Source: an optimization exercise on an open RTL-to-GDS flow (aim: a short achievable clock period). Production flows keep margins and buffers that such runs may drop.
RTL that was checked went through simulation tests only; none was proved equivalent to the original.
Only the layout flow was run in runs 3 and 4; the RTL was not checked for function there.
Power figures rest on the tool's default switching activity, not on a simulated workload.

[design.v]
module mtm_Alu_deserializer (
  input  wire       clk,
  input  wire       rst_n,
  input  wire       sin,
  output wire       ab_shift,  
  output wire [3:0] step,      
  output reg  [2:0] op,
  output reg        res,       
  output reg        e_c9,      
  output reg        e_a5,      
  output reg        e_93       
);
localparam IDLE     = 2'd0;
localparam LOAD     = 2'd1;
localparam DATA_ERR = 2'd2;
localparam STOP     = 2'd3;
reg [1:0] state;
reg [3:0] q;
reg [3:0] r;
reg [3:0] crc;
reg [7:0] ctl;
wire load    = (state == LOAD);
wire payload = load && (r != 4'd0) && (r <= 4'd8);
wire last    = (q == 4'd0);
assign ab_shift = payload && !last;
assign step[0]  = load && last && (r == 4'd4);
assign step[1]  = load && last && (r == 4'd3);
assign step[2]  = load && last && (r == 4'd2);
assign step[3]  = load && last && (r == 4'd1);
wire       crc_in = (last && r == 4'd8) ? 1'b1 : sin;
wire       fb     = crc[3] ^ crc_in;
wire [3:0] crc_nx = {crc[2:0], 1'b0} ^ {2'b00, fb, fb};
wire op_ok = (ctl[6:4] == 3'b000) || (ctl[6:4] == 3'b001) ||
             (ctl[6:4] == 3'b100) || (ctl[6:4] == 3'b101);
always @(posedge clk) begin
  if (!rst_n) begin
    state <= IDLE;
    q     <= 4'd0;
    r     <= 4'd0;
    res   <= 1'b0;
    e_c9  <= 1'b0;
    e_a5  <= 1'b0;
    e_93  <= 1'b0;
  end
  else begin
    case (state)
      IDLE: begin
        if (!sin) begin
          state <= LOAD;
          q     <= 4'd8;
          r     <= 4'd9;
          crc   <= 4'd0;
        end
      end
      LOAD: begin
        if (r == 4'd10) begin
          if (!sin) r <= 4'd9;
        end
        else if (r == 4'd9) begin
          if (last ? !sin : sin) begin
            state <= DATA_ERR;
            e_c9  <= 1'b1;
          end
          else begin
            r <= 4'd8;
          end
        end
        else if (r == 4'd0) begin
          if (!sin) begin
            state <= DATA_ERR;
            e_c9  <= 1'b1;
          end
          else if (!last) begin
            r <= 4'd10;
            q <= q - 4'd1;
          end
          else begin
            r <= 4'd2;
            if (crc == 4'd0) begin
              state <= STOP;
              if (!ctl[7]) begin
                if (op_ok) res  <= 1'b1;
                else       e_93 <= 1'b1;
              end
              else if (ctl == 8'b10100101) e_a5 <= 1'b1;
              else if (ctl == 8'b11001001) e_c9 <= 1'b1;
            end
            else begin
              state <= DATA_ERR;
              e_a5  <= 1'b1;
            end
          end
        end
        else begin
          r   <= r - 4'd1;
          crc <= crc_nx;
          if (last) ctl <= {ctl[6:0], sin};
          if (last && (r == 4'd7 || r == 4'd6 || r == 4'd5)) op <= {op[1:0], sin};
        end
      end
      default: begin  
        if (r != 4'd0) begin
          r <= r - 4'd1;
        end
        else begin
          state <= IDLE;
          res   <= 1'b0;
          e_c9  <= 1'b0;
          e_a5  <= 1'b0;
          e_93  <= 1'b0;
        end
      end
    endcase
  end
end
endmodule
module mtm_Alu_core(
  input  wire        clk,
  input  wire        rst_n,
  input  wire        sin,
  input  wire        ab_shift,
  input  wire [3:0]  step,
  input  wire [2:0]  op,
  input  wire        d_res,
  input  wire        d_c9,
  input  wire        d_a5,
  input  wire        d_93,
  output wire [31:0] C,
  output wire [7:0]  ctl_byte,
  output reg         o_res,
  output reg         o_c9,
  output reg         o_a5,
  output reg         o_93
);
reg [63:0] ab;
reg        cy;
reg        a31;
reg        cr, of, zr, neg;
reg [2:0]  crc3;
wire [31:0] A = ab[63:32];
wire [31:0] B = ab[31:0];
wire arith = op[2];
wire sub   = op[0];
wire [31:0] Bx    = sub ? ~B : B;
wire [31:0] lgc = sub ? (A | B) : (A & B);
wire [16:0] lo_sum = {1'b0, A[15:0]}  + {1'b0, Bx[15:0]}  + {16'd0, sub};
wire [16:0] hi_sum = {1'b0, A[31:16]} + {1'b0, Bx[31:16]} + {16'd0, cy};
assign C        = A;
assign ctl_byte = {1'b0, cr, of, zr, neg, crc3};
always @(posedge clk) begin
  if (ab_shift)
    ab <= {ab[62:0], sin};
  if (step[0]) begin
    ab[47:32] <= arith ? lo_sum[15:0] : lgc[15:0];
    cy        <= lo_sum[16];
    a31       <= A[31];
  end
  if (step[1]) begin
    ab[63:48] <= arith ? hi_sum[15:0] : lgc[31:16];
    cy        <= hi_sum[16];
  end
  if (step[2]) begin
    cr  <= arith && (sub ? !cy : cy);
    of  <= arith && (a31 == B[31]) && (A[31] != a31);
    zr  <= arith && (A == 32'd0);
    neg <= arith && (sub ? !cy : A[31]);
  end
  if (step[3])
    crc3 <= nextCRC3_D36({A, 1'b0, cr, of, zr, neg}, 3'b000);
end
always @(posedge clk) begin
  if (!rst_n) begin
    o_res <= 1'b0;
    o_c9  <= 1'b0;
    o_a5  <= 1'b0;
    o_93  <= 1'b0;
  end
  else begin
    o_res <= d_res;
    o_c9  <= d_c9;
    o_a5  <= d_a5;
    o_93  <= d_93;
  end
end
function [2:0] nextCRC3_D36;
  input [35:0] Data;
  input [2:0] crc;
  reg [35:0] d;
  reg [2:0] c;
  reg [2:0] newcrc;
begin
  d = Data;
  c = crc;
  newcrc[0] = d[35] ^ d[32] ^ d[31] ^ d[30] ^ d[28] ^ d[25] ^ d[24] ^ d[23] ^ d[21] ^ d[18] ^ d[17] ^ d[16] ^ d[14] ^ d[11] ^ d[10] ^ d[9] ^ d[7] ^ d[4] ^ d[3] ^ d[2] ^ d[0] ^ c[2];
  newcrc[1] = d[35] ^ d[33] ^ d[30] ^ d[29] ^ d[28] ^ d[26] ^ d[23] ^ d[22] ^ d[21] ^ d[19] ^ d[16] ^ d[15] ^ d[14] ^ d[12] ^ d[9] ^ d[8] ^ d[7] ^ d[5] ^ d[2] ^ d[1] ^ d[0] ^ c[0] ^ c[2];
  newcrc[2] = d[34] ^ d[31] ^ d[30] ^ d[29] ^ d[27] ^ d[24] ^ d[23] ^ d[22] ^ d[20] ^ d[17] ^ d[16] ^ d[15] ^ d[13] ^ d[10] ^ d[9] ^ d[8] ^ d[6] ^ d[3] ^ d[2] ^ d[1] ^ c[1];
  nextCRC3_D36 = newcrc;
end
endfunction
endmodule
module mtm_Alu_serializer(
  input  wire        clk,    
  input  wire        rst_n,
  input  wire [31:0] C,
  input  wire [7:0]  ctl_byte,
  input  wire        res,
  input  wire        e_c9,
  input  wire        e_a5,
  input  wire        e_93,
  output reg         sout
  );
  reg        idle;
  reg [3:0]  ph;    
  reg [2:0]  npk;   
  reg [31:0] sh;
  always @(posedge clk) begin
    if (!rst_n) begin
      idle <= 1'b1;
      sout <= 1'b1;
    end
    else if (idle) begin
      sout <= 1'b1;
      ph   <= 4'd0;
      if (res) begin
        idle <= 1'b0;
        npk  <= 3'd5;
        sh   <= C;
      end
      else if (e_c9 || e_a5 || e_93) begin
        idle <= 1'b0;
        npk  <= 3'd1;
        sh[31:24] <= e_c9 ? 8'b11001001 : (e_a5 ? 8'b10100101 : 8'b10010011);
      end
    end
    else begin
      if (ph == 4'd0)
        sout <= 1'b0;
      else if (ph == 4'd1)
        sout <= (npk == 3'd1);
      else if (ph == 4'd10)
        sout <= 1'b1;
      else begin
        sout <= sh[31];
        sh   <= {sh[30:0], 1'b0};
      end
      if (ph == 4'd10) begin
        ph  <= 4'd0;
        npk <= npk - 3'd1;
        if (npk == 3'd1) idle <= 1'b1;
        if (npk == 3'd2) sh[31:24] <= ctl_byte;
      end
      else begin
        ph <= ph + 4'd1;
      end
    end
  end
endmodule
module mtm_Alu (
    input  wire clk,    
    input  wire rst_n,  
    input  wire sin,    
    output wire sout    
);
wire        ab_shift;
wire [3:0]  step;
wire [2:0]  op;
wire        d_res, d_c9, d_a5, d_93;
wire        o_res, o_c9, o_a5, o_93;
wire [31:0] C;
wire [7:0]  ctl_byte;
mtm_Alu_deserializer u_mtm_Alu_deserializer(
  .clk      (clk),
  .rst_n    (rst_n),
  .sin      (sin),
  .ab_shift (ab_shift),
  .step     (step),
  .op       (op),
  .res      (d_res),
  .e_c9     (d_c9),
  .e_a5     (d_a5),
  .e_93     (d_93)
);
mtm_Alu_core u_mtm_Alu_core(
  .clk      (clk),
  .rst_n    (rst_n),
  .sin      (sin),
  .ab_shift (ab_shift),
  .step     (step),
  .op       (op),
  .d_res    (d_res),
  .d_c9     (d_c9),
  .d_a5     (d_a5),
  .d_93     (d_93),
  .C        (C),
  .ctl_byte (ctl_byte),
  .o_res    (o_res),
  .o_c9     (o_c9),
  .o_a5     (o_a5),
  .o_93     (o_93)
);
mtm_Alu_serializer u_mtm_Alu_serializer(
  .clk      (clk),
  .rst_n    (rst_n),
  .C        (C),
  .ctl_byte (ctl_byte),
  .res      (o_res),
  .e_c9     (o_c9),
  .e_a5     (o_a5),
  .e_93     (o_93),
  .sout     (sout)
);
endmodule
[constraint.sdc]
create_clock -name core_clock -period 8.0 [get_ports {clk}]
set_input_delay 1.6000 -clock core_clock [delete_from_list [all_inputs] [get_ports {clk}]]
set_output_delay 1.6000 -clock core_clock [all_outputs]
set_load 0.01 [all_outputs]
[flow/run.sh]
#!/bin/bash
# Standard layout, with timing repair aimed below the clock period.
set -euo pipefail
bash standard.sh SETUP_SLACK_MARGIN=6 finish > standard_flow.log 2>&1
[config.mk]
export PLATFORM = sky130hd
export DESIGN_NAME = mtm_Alu
export DESIGN_NICKNAME = mtm_Alu
export VERILOG_FILES = /design/flow/design.v
export SDC_FILE = /design/flow/constraint.sdc
export NUM_CORES = 4
export LEC_CHECK = 0
export CAP_MARGIN = 20
export CORE_MARGIN = 2
export CORE_UTILIZATION = 40
export PLACE_DENSITY = 0.6
export SLEW_MARGIN = 20
[standard.sh]
#!/bin/bash
# synth_recipe.tcl (not shown) runs the flow's synth.tcl, then flattens the netlist and writes it again
# the make line also repeats each setting of config.mk as NAME=value (left out here)
make -C /OpenROAD-flow-scripts/flow DESIGN_CONFIG=/design/flow/config.mk WORK_HOME=/design/flow/orfs CLKGATE_MAP_FILE= SYNTH_SCRIPT=/design/flow/synth_recipe.tcl "${@:-finish}"
==> summary.txt, run 1 <==
status: complete, no violations
Avg Cell Area, Syn: 10.2 sq um
Initial DRT Pass Iterations: 5
Fmax achieved: 342 MHz
row count: 55
sequential cell area fraction in the yosys report: 45.4%
synth warn: 3
initial core utilization: 40.8%
overall die width: 156 microns
ys async rst share: 0%
CTS tree: done
DPL Wire Length: 13.9 mm
worst setup path class: flip-flop to flip-flop
I/O Pins: 4
Arrival @ worst endpoint: 3220 ps
height of the chip: 156 microns
cts hold-fix bufs: 0
DRC viols: 0
most common cell after layout, fill and taps aside: edfxtp_1
most frequent cells in the layout: 127 x edfxtp_1, 86 x a21oi_1, 72 x buf_4, 68 x nand2_1, 58 x nor2_1
delay of the slowest critical-path stage: 460 ps
CTS Buffer Depth: 2
crit path time final: 2930 ps
post-route ant nets: 0
area grow syn2layout: 32.8%
Int Power: 1660 uW
DR vias: 7481
initial antenna violation count: 0
Diodes inserted: 0
Slew Viols, Final: 0
Worst Path Max Fanout: 12
critical path data required time: 8300 ps
die area: 24400 sq um
RePlAce Congestion: 0.780
# nets final: 1058
Worst Tran Pin Value: 754 ps
critical-path cell list: buf_4 -> buf_4 -> bufbuf_16 -> xor2_1 -> ha_2 -> nand2_1 -> a32oi_2 -> o21ai_2 -> xor2_1 -> a221oi_1 -> a21o_1
Rel. slew slack: 49.4%
Worst Setup End Kind: flip-flop
Post-Route Skew: 10.7 ps
share of cells above drive strength 1: 32.2%
via/cell ratio: 5.74
post-place setup slack: 4160 ps
Post-Route WL: 25.8 mm
worst setup margin: 5070 ps
setup TNS: 0 ps
MaxCap Viol Count: 0
Distinct cells, synth: 77
Synth area leader: edfxtp_1
slowest CP cell: edfxtp_1
WL/cell: 19.8 microns
number of flops mapped to enable cells by yosys: 127
# port buffers: 3
final-layout worst hold slack: 448 ps
grt total ovfl: 0
ys flop type: edfxtp_1
Synth top area share: 41.1%
Clk pwr share: 32.7%
clock latency on the worst-skew pair: 430 ps
sequential fraction of design power: 40.8%
largest cells by area after synthesis: edfxtp_1 41%, ha_1 6.2%, a21oi_1 5.4%
CTS clk-pin slew, worst paths: 60 ps
fill cell count: 1915
Worst setup SP type: flip-flop
vias in the first global route: 6927
mapped cell area: 9280 sq um
setup violators final: 0
synthesized flop and latch total: 147
final worst-path cycle share: 36.6%
first-pass GRT wire length: 39.0 mm
CTS Buf Count: 17
Clock Sinks: 147
syn_nets: 957
peak supply drop: 0.142 mV
Leak: 0.00453 uW
sw frac: 30.7%
DRT iter0 DRCs: 527
# H-tree levels: 4
Post-Syn Instances: 905
class of the worst hold path: flip-flop to flip-flop
Gate power share: 26.5%
Root Buffer: clkbuf_16
largest net degree at the start of global routing: 53
Fin. Hold Viols: 0
pwr/cell area: 195 nW/um^2
RSZ-0062 raised after global routing: true
sw power: 736 uW
core area: 22700 sq um
Tot GR Track Use: 20.8%
power by group through the flow:
| stage | combinational [uW] | sequential, uW | clock [uW] |
|---|---|---|---|
| final | 635 | 979 | 783 |
| after global routing | 684 | 986 | 825 |
| after CTS | 565 | 975 | 796 |
| after detailed placement | 459 | 985 | 0 |
| after global placement | 457 | 985 | 0 |
| after floorplan | 409 | 951 | 0 |
critical path, delay by kind of cell (launching register included):
family	cells	cell delay, ps
AOI/OAI and AO/OA	4	790
DFF	1	460
xor gates and xnor gates	2	330
and+or+nand+nor	1	160
adders and majority gates	1	420
buffers and inverters	3	630
per-stage QoR:
step	cell area (sq um)	total power, uW	utilization (%)	instances
after floorplan	9770	1360	-	905
after detailed placement	9850	1440	43.4	1154
final	12300	2400	54.2	1304
after global placement	9850	1440	43.4	1154
after global routing	12300	2500	54.2	1304
after CTS	11700	2340	51.4	1270
worst paths after layout:
path              slack (ps)  depth (start not counted)                           from                            end
setup reg to reg        5070                         11   u_mtm_Alu_deserializer.op[0]          u_mtm_Alu_core.ab[46]
setup / recovery        5070                         11   u_mtm_Alu_deserializer.op[0]          u_mtm_Alu_core.ab[46]
hold / removal           450                          0  u_mtm_Alu_deserializer.ctl[0]  u_mtm_Alu_deserializer.ctl[1]
hold reg to reg          450                          0  u_mtm_Alu_deserializer.ctl[0]  u_mtm_Alu_deserializer.ctl[1]
kinds of logic after synthesis:
logic type | Yosys count | share of synthesized area [%]
adders and majority gates | 54 | 7.39
muxes | 36 | 4.24
and+or+nand+nor | 250 | 13.9
xor gates and xnor gates | 94 | 8.88
buffers and inverters | 74 | 3.43
DFF | 147 | 45.4
AOI/OAI and AO/OA | 250 | 16.8
final cells by class:
cell class	instances	area (sq um)	area share, %
multi-input combinational	692	5710	46.4
inverter	31	145	1.18
timing repair buffer	116	1300	10.5
timing repair inverter	1	7.51	0.0610
clock buffer	18	429	3.48
tap	285	357	2.90
clock inverter	14	140	1.14
sequential	147	4230	34.3
sequential cells by signal (all words and copies together) (netlist names), 2 cells and up:
signal,count
u_mtm_Alu_core.ab,64
u_mtm_Alu_core.crc3,3
u_mtm_Alu_deserializer.crc,4
u_mtm_Alu_deserializer.ctl,8
u_mtm_Alu_deserializer.op,3
u_mtm_Alu_deserializer.q,4
u_mtm_Alu_deserializer.r,4
u_mtm_Alu_deserializer.state,2
u_mtm_Alu_serializer.npk,3
u_mtm_Alu_serializer.ph,4
u_mtm_Alu_serializer.sh,32
routing by layer:
metal  track usage [%]  up-vias  wire length [microns]
met2              34.6      197                  12600
met3              4.21       27                   1140
met5                 0        -                      0
met4              4.85        0                    355
li1                  -     3548                      -
met1              28.0     3709                  11700
cell usage after synthesis (3+ instances only):
| cell | number |
|---|---|
| o21bai_1 | 4 |
| xnor2_1 | 42 |
| nor3_1 | 24 |
| a32oi_1 | 3 |
| dfxtp_1 | 20 |
| mux2i_1 | 10 |
| nor2_1 | 65 |
| o21ai_0 | 62 |
| buf_1 | 6 |
| nor4bb_1 | 3 |
| nand4_1 | 4 |
| a31oi_1 | 6 |
| ha_1 | 46 |
| buf_6 | 3 |
| inv_1 | 30 |
| nor4_1 | 17 |
| a21o_1 | 13 |
| nor2b_1 | 4 |
| o22ai_1 | 3 |
| buf_2 | 14 |
| nand3_1 | 8 |
| maj3_1 | 5 |
| xor2_1 | 52 |
| a21oi_1 | 100 |
| a221oi_1 | 3 |
| and2_1 | 12 |
| o22a_1 | 3 |
| fa_1 | 3 |
| a211oi_1 | 16 |
| nand3b_1 | 5 |
| o21a_1 | 7 |
| mux2_2 | 26 |
| nand2b_1 | 12 |
| clkbuf_1 | 20 |
| nand2_1 | 73 |
| edfxtp_1 | 127 |
what timing repair did:
| action | 4_1_cts | 5_1_grt |
|---|---|---|
| buffers inserted | 72 | 31 |
| hold endpoints to repair | 0 | 0 |
| gates cloned | 12 | 3 |
| endpoints found under the setup margin | 195 | 139 |
| resized for setup | 112 | 73 |
| pin swaps | 70 | 58 |
==> run 2: changes to the inputs <==
==> run.sh (new file) <==
#!/bin/bash
# synth_recipe.tcl (not shown) runs the flow's synth.tcl, then flattens the netlist and writes it again
# the make line also repeats each setting of config.mk as NAME=value (left out here)
make -C /OpenROAD-flow-scripts/flow DESIGN_CONFIG=/design/flow/config.mk WORK_HOME=/design/flow/orfs CLKGATE_MAP_FILE= SYNTH_SCRIPT=/design/flow/synth_recipe.tcl finish
removed: flow/run.sh
removed: standard.sh
==> run 2 against run 1 <==
Maximum frequency down 27%; still clean on timing, DRC and antenna; die area unchanged; utilization down 9.7 points; wire length down 23%; largest power group unchanged; cell area down 18%.
==> summary.txt, run 2 <==
worst r2r src: u_mtm_Alu_deserializer.op[0]
setup TNS: 0 ps
RSZ-0062 raised after global routing: false
Largest regs: u_mtm_Alu_core.ab x64, u_mtm_Alu_serializer.sh x32, u_mtm_Alu_deserializer.ctl x8
MaxCap Viol Count: 0
Worst Path Max Fanout: 48
Largest delay share family, worst path: buffers and inverters
setup violators final: 0
Tot GR Track Use: 17.1%
class of the worst hold path: flip-flop to flip-flop
DRC viols: 0
hold wc startpoint: u_mtm_Alu_deserializer.op[1]
clock latency on the worst-skew pair: 430 ps
Diodes inserted: 0
initial core utilization: 40.8%
cts hold-fix bufs: 0
# nets final: 943
reg2reg end: u_mtm_Alu_core.ab[62]
Worst setup SP type: flip-flop
synthesized flop and latch total: 147
ys flop type: edfxtp_1
Clock Sinks: 147
sequential cell area fraction in the yosys report: 45.4%
number of flops mapped to enable cells by yosys: 127
DPL Wire Length: 13.6 mm
overall die width: 156 microns
share of cells above drive strength 1: 9.85%
DRT iter0 DRCs: 381
reg2reg setup slack: 3980 ps
critical path data required time: 8180 ps
Buf+Inv Stages, Crit Path: 3
critical-path cell list: buf_4 -> buf_4 -> xor2_1 -> fa_1 -> inv_1 -> fa_1 -> nand2b_1 -> a21oi_1 -> o31ai_1 -> a21oi_1 -> a221oi_1 -> mux2i_1 -> nand2_1
Post-Route WL: 19.9 mm
delay of the slowest critical-path stage: 560 ps
peak supply drop: 0.140 mV
Fin. Hold Viols: 0
r2r worst-path depth: 13
Worst Setup End Kind: flip-flop
post-route ant nets: 0
most common cell in the synthesized netlist: edfxtp_1
Avg Cell Area, Syn: 10.2 sq um
DR vias: 6532
slowest CP cell: buf_4
Most flops, register: u_mtm_Alu_core.ab
crit path time final: 4020 ps
CTS clk-pin slew, worst paths: 60 ps
most common cell after layout, fill and taps aside: edfxtp_1
Inst Count DP: 1157
Hold Path End: u_mtm_Alu_deserializer.op[2]
CTS Buf Count: 17
worst hold stages: 0
largest net degree at the start of global routing: 53
mapped cell area: 9280 sq um
CTS tree: done
synth cell count leaders: 127 x edfxtp_1, 100 x a21oi_1, 73 x nand2_1, 65 x nor2_1, 62 x o21ai_0
# port buffers: 3
status: complete, no violations
Final Non-Filler Cells: 1189
Distinct cells, synth: 77
I/O Pins: 4
Slew Viols, Final: 0
Synth area leader: edfxtp_1
Post-CTS Setup Repair Bufs: 0
initial antenna violation count: 0
CTS Buffer Depth: 2
Root Buffer: clkbuf_16
syn_nets: 957
total number of cells along the worst setup path: 13
cts repair resizes: 0
height of the chip: 156 microns
first-pass GRT wire length: 33.1 mm
Total Power: 2180 uW
Arrival @ worst endpoint: 4200 ps
grt total ovfl: 0
# H-tree levels: 4
final worst-path cycle share: 50.3%
area grow syn2layout: 9.08%
most frequent cells in the layout: 127 x edfxtp_1, 99 x a21oi_1, 73 x nand2_1, 65 x nor2_1, 62 x o21ai_0
Worst Tran Pin Value: 903 ps
Fmax achieved: 249 MHz
via/cell ratio: 5.49
die area: 24400 sq um
max reg flops: 64
Leak: 0.00365 uW
row count: 55
WL/cell: 16.8 microns
worst setup path class: flip-flop to flip-flop
pwr/cell area: 216 nW/um^2
Synth top area share: 41.1%
Initial DRT Pass Iterations: 4
vias in the first global route: 6356
synth warn: 3
ys async rst share: 0%
fill cell count: 2111
core area: 22700 sq um
Rel. slew slack: 39.7%
Post-Syn Instances: 905
RePlAce Congestion: 0.826
largest cells by area after synthesis: edfxtp_1 41%, ha_1 6.2%, a21oi_1 5.4%
Post-Route Skew: 7.59 ps
run 2: cell counts after synthesis:
Identical to the previous run, type by type.
run 2: power by group:
| part | switching [uW] | internal [uW] |
|---|---|---|
| combinational | 240 | 178 |
| clock | 334 | 465 |
| sequential | 59.9 | 903 |
run 2: layout make-up:
cell class                      instances  area, sq um  share of cell area (%)
Clock buffer                           21          514                    5.08
Clock inverter                         11         85.1                   0.841
Inverter                               31          116                    1.15
Multi-Input combinational cell        684         4750                    46.9
Sequential cell                       147         4210                    41.7
Tap cell                              285          357                    3.52
Timing Repair Buffer                   10         82.6                   0.816
run 2: routing by layer:
layer  GRT usage (%)  part of all wire [%]  up-vias
met2            27.5                    46       97
met4            4.54                   1.2        0
met3            2.60                   2.8       21
met1            23.9                    50     3119
met5               0                     0        -
li1                -                     -     3295
run 2: per-stage QoR:
step / worst slack (ps) / util [%] / hold WS (ps) / area, sq um
after detailed placement: 3980 / 41.9 / 408 / 9520
after CTS: 3960 / 44.6 / 422 / 10100
final: 3980 / 44.6 / 422 / 10100
after global placement: 3880 / 41.9 / 403 / 9520
after floorplan: 4430 / - / 400 / 9280
after global routing: 3590 / 44.6 / 428 / 10100
run 2: how the worst max path moves through the flow:
stage | from | end | slack, ps
2_1_floorplan | rst_n | u_mtm_Alu_serializer.sh[0] | 4430
3_5_place_dp | u_mtm_Alu_deserializer.op[0] | u_mtm_Alu_core.ab[62] | 3980
3_3_place_gp | rst_n | u_mtm_Alu_deserializer.crc[2] | 3880
5_1_grt | u_mtm_Alu_deserializer.op[0] | u_mtm_Alu_core.ab[62] | 3590
4_1_cts | u_mtm_Alu_deserializer.op[0] | u_mtm_Alu_core.ab[62] | 3960
6_report | u_mtm_Alu_deserializer.op[0] | u_mtm_Alu_core.ab[62] | 3980
run 2: worst reg2reg max path, stage by stage, from the launching register on:
cell and delay (ps):
edfxtp_1 320, buf_4 430, buf_4 590, xor2_1 180, fa_1 440, inv_1 100, fa_1 190, nand2b_1 150
a21oi_1 130, o31ai_1 340, a21oi_1 160, a221oi_1 450, mux2i_1 240, nand2_1 60
run 2: kinds of logic after synthesis:
kind of cell    share of synthesized area (%)
compound gates                           16.8
simple gates                             13.9
flops                                    45.4
xor+xnor                                 8.88
buf+inv                                  3.43
fa+ha+maj                                7.39
mux                                      4.24
==> run 3: changes to the inputs <==
--- a/design.v
+++ b/design.v
@@ -4,9 +4,11 @@
   input  wire       sin,
-  output wire       ab_shift,  
-  output wire [3:0] step,      
-  output reg  [2:0] op,
-  output reg        res,       
-  output reg        e_c9,      
-  output reg        e_a5,      
-  output reg        e_93       
+  output wire       ab_shift,    
+  output wire [3:0] step,        
+  output wire       step_flags,  
+  output wire       step_crc,    
+  output wire [2:0] op,
+  output reg        res,         
+  output reg        e_c9,        
+  output reg        e_a5,        
+  output reg        e_93         
 );
@@ -20,3 +22,4 @@
 reg [3:0] crc;
-reg [7:0] ctl;
+reg [3:0] ctl;
+reg       m_a5, m_c9;
 wire load    = (state == LOAD);
@@ -24,7 +27,10 @@
 wire last    = (q == 4'd0);
-assign ab_shift = payload && !last;
-assign step[0]  = load && last && (r == 4'd4);
-assign step[1]  = load && last && (r == 4'd3);
-assign step[2]  = load && last && (r == 4'd2);
-assign step[3]  = load && last && (r == 4'd1);
+assign ab_shift   = payload && !last;
+assign step[0]    = load && last && (r == 4'd4);
+assign step[1]    = load && last && (r == 4'd3);
+assign step[2]    = load && last && (r == 4'd2);
+assign step[3]    = load && last && (r == 4'd1);
+assign step_flags = load && last && (r == 4'd0);
+assign step_crc   = (state == STOP) && (r == 4'd2);
+assign op         = ctl[2:0];
 wire       crc_in = (last && r == 4'd8) ? 1'b1 : sin;
@@ -32,4 +38,4 @@
 wire [3:0] crc_nx = {crc[2:0], 1'b0} ^ {2'b00, fb, fb};
-wire op_ok = (ctl[6:4] == 3'b000) || (ctl[6:4] == 3'b001) ||
-             (ctl[6:4] == 3'b100) || (ctl[6:4] == 3'b101);
+wire op_ok = (ctl[2:0] == 3'b000) || (ctl[2:0] == 3'b001) ||
+             (ctl[2:0] == 3'b100) || (ctl[2:0] == 3'b101);
 always @(posedge clk) begin
@@ -80,3 +86,3 @@
               state <= STOP;
-              if (!ctl[7]) begin
+              if (!ctl[3]) begin
                 if (op_ok) res  <= 1'b1;
@@ -84,4 +90,4 @@
               end
-              else if (ctl == 8'b10100101) e_a5 <= 1'b1;
-              else if (ctl == 8'b11001001) e_c9 <= 1'b1;
+              else if (ctl == 4'b1010 && m_a5) e_a5 <= 1'b1;
+              else if (ctl == 4'b1100 && m_c9) e_c9 <= 1'b1;
             end
@@ -96,4 +102,12 @@
           crc <= crc_nx;
-          if (last) ctl <= {ctl[6:0], sin};
-          if (last && (r == 4'd7 || r == 4'd6 || r == 4'd5)) op <= {op[1:0], sin};
+          if (last) begin
+            if (r >= 4'd5) ctl <= {ctl[2:0], sin};
+            case (r)
+              4'd4: begin m_a5 <= !sin;          m_c9 <= sin;          end
+              4'd3: begin m_a5 <= m_a5 && sin;   m_c9 <= m_c9 && !sin; end
+              4'd2: begin m_a5 <= m_a5 && !sin;  m_c9 <= m_c9 && !sin; end
+              4'd1: begin m_a5 <= m_a5 && sin;   m_c9 <= m_c9 && sin;  end
+              default: ;
+            endcase
+          end
         end
@@ -122,2 +136,4 @@
   input  wire [3:0]  step,
+  input  wire        step_flags,
+  input  wire        step_crc,
   input  wire [2:0]  op,
@@ -143,6 +159,43 @@
 wire sub   = op[0];
-wire [31:0] Bx    = sub ? ~B : B;
-wire [31:0] lgc = sub ? (A | B) : (A & B);
-wire [16:0] lo_sum = {1'b0, A[15:0]}  + {1'b0, Bx[15:0]}  + {16'd0, sub};
-wire [16:0] hi_sum = {1'b0, A[31:16]} + {1'b0, Bx[31:16]} + {16'd0, cy};
+function [8:0] add8;
+  input [7:0] a;
+  input [7:0] b;
+  input       ci;
+  reg   [7:0] g, p, gg, pp, g2, p2;
+  reg   [8:0] c;
+  integer i, d;
+begin
+  p = a ^ b;
+  g = a & b;
+  g[0] = g[0] | (p[0] & ci);
+  gg = g;
+  pp = p;
+  for (d = 1; d < 8; d = d * 2) begin
+    g2 = gg;
+    p2 = pp;
+    for (i = d; i < 8; i = i + 1) begin
+      g2[i] = gg[i] | (pp[i] & gg[i-d]);
+      p2[i] = pp[i] & pp[i-d];
+    end
+    gg = g2;
+    pp = p2;
+  end
+  c = {gg, ci};
+  add8 = {c[8], p ^ c[7:0]};
+end
+endfunction
+wire [7:0] a_byte [0:3];
+wire [7:0] b_byte [0:3];
+wire [7:0] r_byte [0:3];
+wire [3:0] co;
+genvar k;
+generate
+  for (k = 0; k < 4; k = k + 1) begin : g_byte
+    assign a_byte[k] = A[8*k+7:8*k];
+    assign b_byte[k] = B[8*k+7:8*k];
+    wire [8:0] s = add8(a_byte[k], b_byte[k] ^ {8{sub}}, (k == 0) ? sub : cy);
+    assign co[k]     = s[8];
+    assign r_byte[k] = arith ? s[7:0] : (sub ? (a_byte[k] | b_byte[k]) : (a_byte[k] & b_byte[k]));
+  end
+endgenerate
 assign C        = A;
@@ -153,4 +206,4 @@
   if (step[0]) begin
-    ab[47:32] <= arith ? lo_sum[15:0] : lgc[15:0];
-    cy        <= lo_sum[16];
+    ab[39:32] <= r_byte[0];
+    cy        <= co[0];
     a31       <= A[31];
@@ -158,6 +211,14 @@
   if (step[1]) begin
-    ab[63:48] <= arith ? hi_sum[15:0] : lgc[31:16];
-    cy        <= hi_sum[16];
+    ab[47:40] <= r_byte[1];
+    cy        <= co[1];
   end
   if (step[2]) begin
+    ab[55:48] <= r_byte[2];
+    cy        <= co[2];
+  end
+  if (step[3]) begin
+    ab[63:56] <= r_byte[3];
+    cy        <= co[3];
+  end
+  if (step_flags) begin
     cr  <= arith && (sub ? !cy : cy);
@@ -167,3 +228,3 @@
   end
-  if (step[3])
+  if (step_crc)
     crc3 <= nextCRC3_D36({A, 1'b0, cr, of, zr, neg}, 3'b000);
@@ -265,2 +326,4 @@
 wire [3:0]  step;
+wire        step_flags;
+wire        step_crc;
 wire [2:0]  op;
@@ -271,30 +334,34 @@
 mtm_Alu_deserializer u_mtm_Alu_deserializer(
-  .clk      (clk),
-  .rst_n    (rst_n),
-  .sin      (sin),
-  .ab_shift (ab_shift),
-  .step     (step),
-  .op       (op),
-  .res      (d_res),
-  .e_c9     (d_c9),
-  .e_a5     (d_a5),
-  .e_93     (d_93)
+  .clk        (clk),
+  .rst_n      (rst_n),
+  .sin        (sin),
+  .ab_shift   (ab_shift),
+  .step       (step),
+  .step_flags (step_flags),
+  .step_crc   (step_crc),
+  .op         (op),
+  .res        (d_res),
+  .e_c9       (d_c9),
+  .e_a5       (d_a5),
+  .e_93       (d_93)
 );
 mtm_Alu_core u_mtm_Alu_core(
-  .clk      (clk),
-  .rst_n    (rst_n),
-  .sin      (sin),
-  .ab_shift (ab_shift),
-  .step     (step),
-  .op       (op),
-  .d_res    (d_res),
-  .d_c9     (d_c9),
-  .d_a5     (d_a5),
-  .d_93     (d_93),
-  .C        (C),
-  .ctl_byte (ctl_byte),
-  .o_res    (o_res),
-  .o_c9     (o_c9),
-  .o_a5     (o_a5),
-  .o_93     (o_93)
+  .clk        (clk),
+  .rst_n      (rst_n),
+  .sin        (sin),
+  .ab_shift   (ab_shift),
+  .step       (step),
+  .step_flags (step_flags),
+  .step_crc   (step_crc),
+  .op         (op),
+  .d_res      (d_res),
+  .d_c9       (d_c9),
+  .d_a5       (d_a5),
+  .d_93       (d_93),
+  .C          (C),
+  .ctl_byte   (ctl_byte),
+  .o_res      (o_res),
+  .o_c9       (o_c9),
+  .o_a5       (o_a5),
+  .o_93       (o_93)
 );
==> flow/run.sh (new file) <==
#!/bin/bash
# Standard layout, with timing repair aimed below the clock period.
set -euo pipefail
bash standard.sh SETUP_SLACK_MARGIN=6 finish > standard_flow.log 2>&1
==> standard.sh (new file) <==
#!/bin/bash
# synth_recipe.tcl (not shown) runs the flow's synth.tcl, then flattens the netlist and writes it again
# the make line also repeats each setting of config.mk as NAME=value (left out here)
make -C /OpenROAD-flow-scripts/flow DESIGN_CONFIG=/design/flow/config.mk WORK_HOME=/design/flow/orfs CLKGATE_MAP_FILE= SYNTH_SCRIPT=/design/flow/synth_recipe.tcl "${@:-finish}"
--- a/config.mk
+++ b/config.mk
@@ -9,4 +9,6 @@
 export CORE_MARGIN = 2
-export CORE_UTILIZATION = 40
-export PLACE_DENSITY = 0.6
+export CORE_UTILIZATION = 60
+export CTS_CLUSTER_DIAMETER = 300
+export CTS_CLUSTER_SIZE = 50
+export PLACE_DENSITY = 0.7
 export SLEW_MARGIN = 20
removed: run.sh
==> run 3 against run 2 <==
Still clean on timing, DRC and antenna; hold slack improved by 61 ps; utilization rose by 38 points; first-iteration DRC count rose by 100%; flip-flop and latch count fell by 5; critical endpoint is now u_mtm_Alu_core.ab[39]; largest power group is now combinational logic.
==> summary.txt, run 3 <==
I/O Pins: 4
CTS tree: done
setup violators final: 0
worst setup margin: 5180 ps
initial antenna violation count: 0
Synth area leader: edfxtp_1
pwr/cell area: 334 nW/um^2
# nets final: 1062
area grow syn2layout: 34.4%
share of cells above drive strength 1: 32.6%
initial core utilization: 61.6%
largest cells by area after synthesis: edfxtp_1 41%, ha_1 5.9%, a21oi_1 5.3%
Post-Route Skew: 10.7 ps
multi-input gate area in the final layout: 5490 sq um
Arrival @ worst endpoint: 3000 ps
crit-path most repeated cell: buf_6
DR vias: 7903
WL/cell: 22.6 microns
Clk pwr share: 21.6%
post-route ant nets: 0
peak supply drop: 0.282 mV
CTS clk-pin slew, worst paths: 70 ps
ys flop type: edfxtp_1
Gate power share: 47.8%
Worst setup SP type: flip-flop
Worst Setup End Kind: flip-flop
Clock Sinks: 142
clock latency on the worst-skew pair: 440 ps
overall die width: 126 microns
fill cell count: 758
Worst Tran Pin Value: 1190 ps
worst setup path class: flip-flop to flip-flop
height of the chip: 126 microns
MaxCap Viol Count: 0
first-pass GRT wire length: 39.0 mm
status: complete, no violations
Largest delay share family, worst path: simple AND/OR/NAND/NOR gates
Post-Route WL: 27.3 mm
Synth top area share: 40.9%
Fmax achieved: 355 MHz
cts hold-fix bufs: 0
most common cell after layout, fill and taps aside: edfxtp_1
number of flops mapped to enable cells by yosys: 122
Total Power: 4020 uW
crit path time final: 2820 ps
sw power: 1540 uW
syn_nets: 950
DRT iter0 DRCs: 766
DPL Wire Length: 14.2 mm
Buf+Inv Stages, Crit Path: 4
core area: 14500 sq um
synth warn: 3
mapped cell area: 8960 sq um
Worst Path Max Fanout: 8
grt total ovfl: 0
Fin. Hold Viols: 0
largest net degree at the start of global routing: 57
sequential cell area fraction in the yosys report: 45.4%
Distinct cells, synth: 64
DRC viols: 0
Largest regs: u_mtm_Alu_core.ab x64, u_mtm_Alu_serializer.sh x32
Most flops, register: u_mtm_Alu_core.ab
delay of the slowest critical-path stage: 540 ps
sequential fraction of design power: 30.6%
Diodes inserted: 0
synth cell count leaders: 122 x edfxtp_1, 94 x a21oi_1, 75 x nand2_1, 74 x nor2_1, 61 x o21ai_0
Avg Cell Area, Syn: 9.98 sq um
final worst-path cycle share: 35.2%
Post-Syn Instances: 898
Tot GR Track Use: 31.3%
register area: 4080 sq um
post-place setup slack: 4050 ps
# port buffers: 3
die area: 15900 sq um
most common cell in the synthesized netlist: edfxtp_1
sw frac: 38.3%
CTS Buf Count: 17
class of the worst hold path: flip-flop to flip-flop
Rel. slew slack: 20.2%
RePlAce Congestion: 0.832
most frequent cells in the layout: 122 x edfxtp_1, 73 x buf_4, 70 x a21oi_1, 66 x nand2_1, 62 x nor2_1
CTS Buffer Depth: 2
max reg flops: 64
critical path data required time: 8180 ps
ys async rst share: 0%
Leak: 0.00455 uW
row count: 44
vias in the first global route: 7270
synthesized flop and latch total: 142
RSZ-0062 raised after global routing: true
via/cell ratio: 6.55
# H-tree levels: 4
Slew Viols, Final: 0
setup TNS: 0 ps
slowest CP cell: or4_1
Int Power: 2480 uW
Initial DRT Pass Iterations: 5
critical-path cell list: buf_6 -> buf_6 -> buf_6 -> buf_16 -> xor2_1 -> ha_2 -> a21oi_2 -> nor3_1 -> or4_1 -> o32ai_2 -> o21ai_1
Root Buffer: clkbuf_16
[run 3: cell count changes after synthesis, moves of 6 or more]
cell and delta:
o211a_1 +6, nor2_1 +9, a21o_1 -7, clkbuf_1 +11, or3_1 +6, buf_2 -8, xor2_1 -10, a21oi_1 -6
inv_1 +6
[run 3: power by group through the flow]
| stage | clock [uW] | sequential, uW | combinational [uW] |
|---|---|---|---|
| after global routing | 896 | 1240 | 2040 |
| after floorplan | 0 | 1130 | 1120 |
| final | 869 | 1230 | 1920 |
| after CTS | 865 | 1210 | 1600 |
| after global placement | 0 | 1210 | 1260 |
| after detailed placement | 0 | 1220 | 1310 |
[run 3: layer usage]
metal | wire, microns | up-vias | track usage, %
li1 | - | 3507 | -
met1 | 10900 | 3866 | 42.4
met2 | 13200 | 441 | 51.5
met3 | 2330 | 89 | 6.12
met4 | 930 | 0 | 9.50
met5 | 0 | - | 0
[run 3: cell type report]
class                           count  share of cell area, %
Clock buffer                       20                   3.63
Clock inverter                     12                   1.59
Inverter                           37                   1.31
Multi-Input combinational cell    679                   45.6
Sequential cell                   142                   33.9
Tap cell                          184                   1.91
Timing Repair Buffer              132                   12.0
Timing Repair inverter              1                 0.0624
[run 3: kinds of logic after synthesis]
| kind of cell | after synthesis | share of synthesized area [%] |
|---|---|---|
| AOI/OAI and AO/OA | 237 | 16.1 |
| xor gates and xnor gates | 83 | 8.11 |
| adders and majority gates | 59 | 8.55 |
| buffers and inverters | 80 | 3.44 |
| DFF | 142 | 45.4 |
| muxes | 36 | 4.36 |
| and+or+nand+nor | 261 | 14.1 |
[run 3: path summary, 6_finish.rpt]
path                                      start                         end  slack, ps  cells past startpoint
setup / recovery  u_mtm_Alu_deserializer.ctl[0]       u_mtm_Alu_core.ab[39]       5180                     11
hold / removal       u_mtm_Alu_deserializer.res  u_mtm_Alu_deserializer.res        480                      2
setup reg to reg  u_mtm_Alu_deserializer.ctl[0]       u_mtm_Alu_core.ab[39]       5180                     11
hold reg to reg      u_mtm_Alu_deserializer.res  u_mtm_Alu_deserializer.res        480                      2
[run 3: worst min-delay path, cell delays in order, from the launching register on]
cell	delay, ps
dfxtp_1	340
a21oi_2	40
nor2_1	70
[run 3: through the flow]
step	cells	cell area, sq um	utilization, %	hold slack (ps)
floorplan	898	9420	-	428
global placement	1047	9400	64.6	450
detailed placement	1047	9400	64.6	454
CTS	1165	11200	77.2	470
global route	1207	12000	82.8	498
finish	1207	12000	82.8	483
[run 3: timing repair]
action	4_1_cts	5_1_grt
setup endpoints to repair	188	129
pin swaps	54	69
gates resized for setup	115	114
gates cloned	9	0
buffers inserted	77	42
==> run 4: changes to the inputs <==
--- a/config.mk
+++ b/config.mk
@@ -9,6 +9,4 @@
 export CORE_MARGIN = 2
-export CORE_UTILIZATION = 60
-export CTS_CLUSTER_DIAMETER = 300
-export CTS_CLUSTER_SIZE = 50
-export PLACE_DENSITY = 0.7
+export CORE_UTILIZATION = 40
+export PLACE_DENSITY = 0.6
 export SLEW_MARGIN = 20
==> run 4 against run 3 <==
Area after synthesis is the same; flip-flop and latch count is the same; via count decreased by 7.6%; first-iteration DRC count decreased by 26%; critical path type unchanged; largest cell class unchanged; highest routed layer unchanged.
==> summary.txt, run 4 <==
setup violators final: 0
worst r2r src: u_mtm_Alu_deserializer.ctl[0]
Post-Route WL: 24.9 mm
Post-Route Skew: 14.7 ps
ys async rst share: 0%
fin util: 53.6%
synth cell count leaders: 122 x edfxtp_1, 94 x a21oi_1, 75 x nand2_1, 74 x nor2_1, 61 x o21ai_0
final-layout worst hold slack: 466 ps
Worst Path Max Fanout: 6
Synth area leader: edfxtp_1
critical path data required time: 8170 ps
CTS Buf Count: 17
Slew Viols, Final: 0
synthesized flop and latch total: 142
sequential cell area fraction in the yosys report: 45.4%
Most flops, register: u_mtm_Alu_core.ab
synth warn: 3
height of the chip: 154 microns
sw power: 1460 uW
ys flop type: edfxtp_1
Clk pwr share: 20.5%
syn_nets: 950
largest cells by area after synthesis: edfxtp_1 41%, ha_1 5.9%, a21oi_1 5.3%
CTS Buffer Depth: 2
Post-Syn Instances: 898
Leak: 0.00437 uW
initial antenna violation count: 0
post-place setup slack: 4460 ps
r2r worst-path depth: 12
most common cell after layout, fill and taps aside: edfxtp_1
sw frac: 38.8%
Avg Cell Area, Syn: 9.98 sq um
Largest regs: u_mtm_Alu_core.ab x64, u_mtm_Alu_serializer.sh x32
MaxCap Viol Count: 0
# port buffers: 3
vias in the first global route: 6989
Worst Setup End Kind: flip-flop
Final Non-Filler Cells: 1279
RePlAce Congestion: 0.807
RSZ-0062 raised after global routing: true
most common cell in the synthesized netlist: edfxtp_1
Rel. slew slack: 33.7%
class of the worst hold path: flip-flop to flip-flop
# H-tree levels: 4
worst setup margin: 5230 ps
core area: 21900 sq um
die area: 23600 sq um
setup TNS: 0 ps
sequential fraction of design power: 32.5%
mapped cell area: 8960 sq um
I/O Pins: 4
Clock Sinks: 142
Root Buffer: clkbuf_16
DR vias: 7301
crit path time final: 2770 ps
CTS tree: done
overall die width: 154 microns
DPL Wire Length: 14.1 mm
WL/cell: 19.5 microns
Synth top area share: 40.9%
Initial DRT Pass Iterations: 5
worst setup path class: flip-flop to flip-flop
# nets final: 1038
Int Power: 2310 uW
number of flops mapped to enable cells by yosys: 122
DRC viols: 0
largest net degree at the start of global routing: 58
Worst setup SP type: flip-flop
area grow syn2layout: 30.9%
final worst-path cycle share: 34.6%
Hold Path End: u_mtm_Alu_core.o_a5
max reg flops: 64
Fin. Hold Viols: 0
Arrival @ worst endpoint: 2950 ps
grt total ovfl: 0
reg2reg end: u_mtm_Alu_core.cy
status: complete, no violations
share of cells above drive strength 1: 30.7%
clock latency on the worst-skew pair: 430 ps
post-route ant nets: 0
Distinct cells, synth: 64
Inst Count DP: 1145
Diodes inserted: 0
peak supply drop: 0.162 mV
hold wc startpoint: u_mtm_Alu_deserializer.e_a5
via/cell ratio: 5.71
Worst Tran Pin Value: 986 ps
row count: 54
most frequent cells in the layout: 122 x edfxtp_1, 76 x a21oi_1, 71 x buf_4, 67 x nand2_1, 64 x nor2_1
first-pass GRT wire length: 38.1 mm
pwr/cell area: 321 nW/um^2
DRT iter0 DRCs: 569
CTS clk-pin slew, worst paths: 60 ps
Fmax achieved: 361 MHz
reg2reg setup slack: 5230 ps
initial core utilization: 40.9%
Gate power share: 47.0%
Tot GR Track Use: 20.5%
worst hold stages: 1
run 4: how the worst max path moves through the flow:
stage	startpoint	end	slack (ps)	depth (start not counted)
CTS	u_mtm_Alu_deserializer.ctl[0]	u_mtm_Alu_core.cy	5260	12
finish	u_mtm_Alu_deserializer.ctl[0]	u_mtm_Alu_core.cy	5230	12
global placement	u_mtm_Alu_deserializer.ctl[0]	u_mtm_Alu_core.cy	4520	12
global route	u_mtm_Alu_deserializer.ctl[0]	u_mtm_Alu_core.ab[62]	5100	12
floorplan	u_mtm_Alu_deserializer.ctl[0]	u_mtm_Alu_core.cy	5210	13
detailed placement	u_mtm_Alu_deserializer.ctl[0]	u_mtm_Alu_core.cy	4460	12
run 4: stage by stage:
step	total power, uW	instance area (sq um)
5_1_grt	3980	11700
6_report	3770	11700
2_1_floorplan	2250	9420
3_3_place_gp	2510	9530
4_1_cts	3560	11100
3_5_place_dp	2530	9530
run 4: cells by family after synthesis:
logic type,synth area share (%)
simple gates,14.1
compound gates,16.1
flops,45.4
xor+xnor,8.11
buf+inv,3.44
fa+ha+maj,8.55
mux,4.36
run 4: critical path: stages (launching register included):
cell and delay [ps]:
edfxtp_1 440, buf_12 180, buf_16 140, xor2_2 150, fa_2 350, inv_2 70, fa_2 200, nand2b_4 150
a21boi_4 60, o31a_1 290, o31a_1 260, nor4_2 160, a21oi_1 70
run 4: repair_timing:
| item | 4_1_cts | 5_1_grt |
|---|---|---|
| cloned | 9 | 2 |
| setup endpoints to repair | 191 | 162 |
| hold buffers | 0 | 0 |
| pin swaps | 61 | 47 |
| resized for setup | 105 | 70 |
| buffers inserted | 64 | 27 |
run 4: layout make-up:
| type | count | area, sq um |
|---|---|---|
| Fill cell | 1894 | 10200 |
| Multi-Input combinational cell | 680 | 5420 |
| Sequential cell | 142 | 4080 |
| Timing Repair Buffer | 107 | 1150 |
| Clock buffer | 24 | 513 |
| Tap cell | 280 | 350 |
| Inverter | 37 | 156 |
| Clock inverter | 8 | 52.6 |
| Timing Repair inverter | 1 | 7.51 |
run 4: per-layer routing:
metal	share of wire [%]	GRT usage, %	wire [microns]	vias up
li1	-	-	-	3461
met1	45	28.0	11200	3631
met2	48	33.4	12100	184
met3	5.0	3.95	1260	25
met4	1.6	6.03	410	0
met5	0	0	0	-
run 4: power groups by stage:
| stage | Clock (uW) | Sequential [uW] | Combinational [uW] |
|---|---|---|---|
| 2_1_floorplan | 0 | 1130 | 1120 |
| 3_3_place_gp | 0 | 1220 | 1290 |
| 3_5_place_dp | 0 | 1220 | 1310 |
| 4_1_cts | 778 | 1210 | 1570 |
| 5_1_grt | 816 | 1240 | 1920 |
| 6_report | 772 | 1220 | 1770 |

## afterwards: timing with drivers on the ports
How much do the figures lean on ideal ports? The routed layouts below were timed once more, with nothing changed but the port constraints. Step 1 assumes that a clkbuf_16 drives the clock port and a buf_2 every other input. Step 2 adds t to the input delays and takes it off the output delays; t is the mean of the earliest and latest rising clock arrival at the registers after step 1. Input paths then give back, and output paths get back, about the clock's delay inside the block. Three values: ideal ports, drivers, drivers and shift; two values: the first two.
run	shift t [ns]	setup WS [ns]	hold WS [ns]	worst setup path at the end	worst register clock-pin slew, ns
run 1	0.475	5.074 / 5.074 / 5.074	0.448 / 0.448 / 0.448	register to register	0.06 / 0.06
run 2	0.469	3.979 / 3.979 / 3.979	0.422 / 0.422 / 0.422	register to register	0.07 / 0.07
run 3	0.479	5.183 / 5.183 / 4.989	0.483 / 0.483 / 0.483	input to register	0.07 / 0.07
run 4	0.471	5.228 / 5.228 / 5.072	0.466 / 0.466 / 0.466	input to register	0.07 / 0.07
After both steps every run listed still meets setup and hold. The setup slack of run 3, which loses most, moves by 0.000 ns with the drivers and by -0.194 ns with both steps.
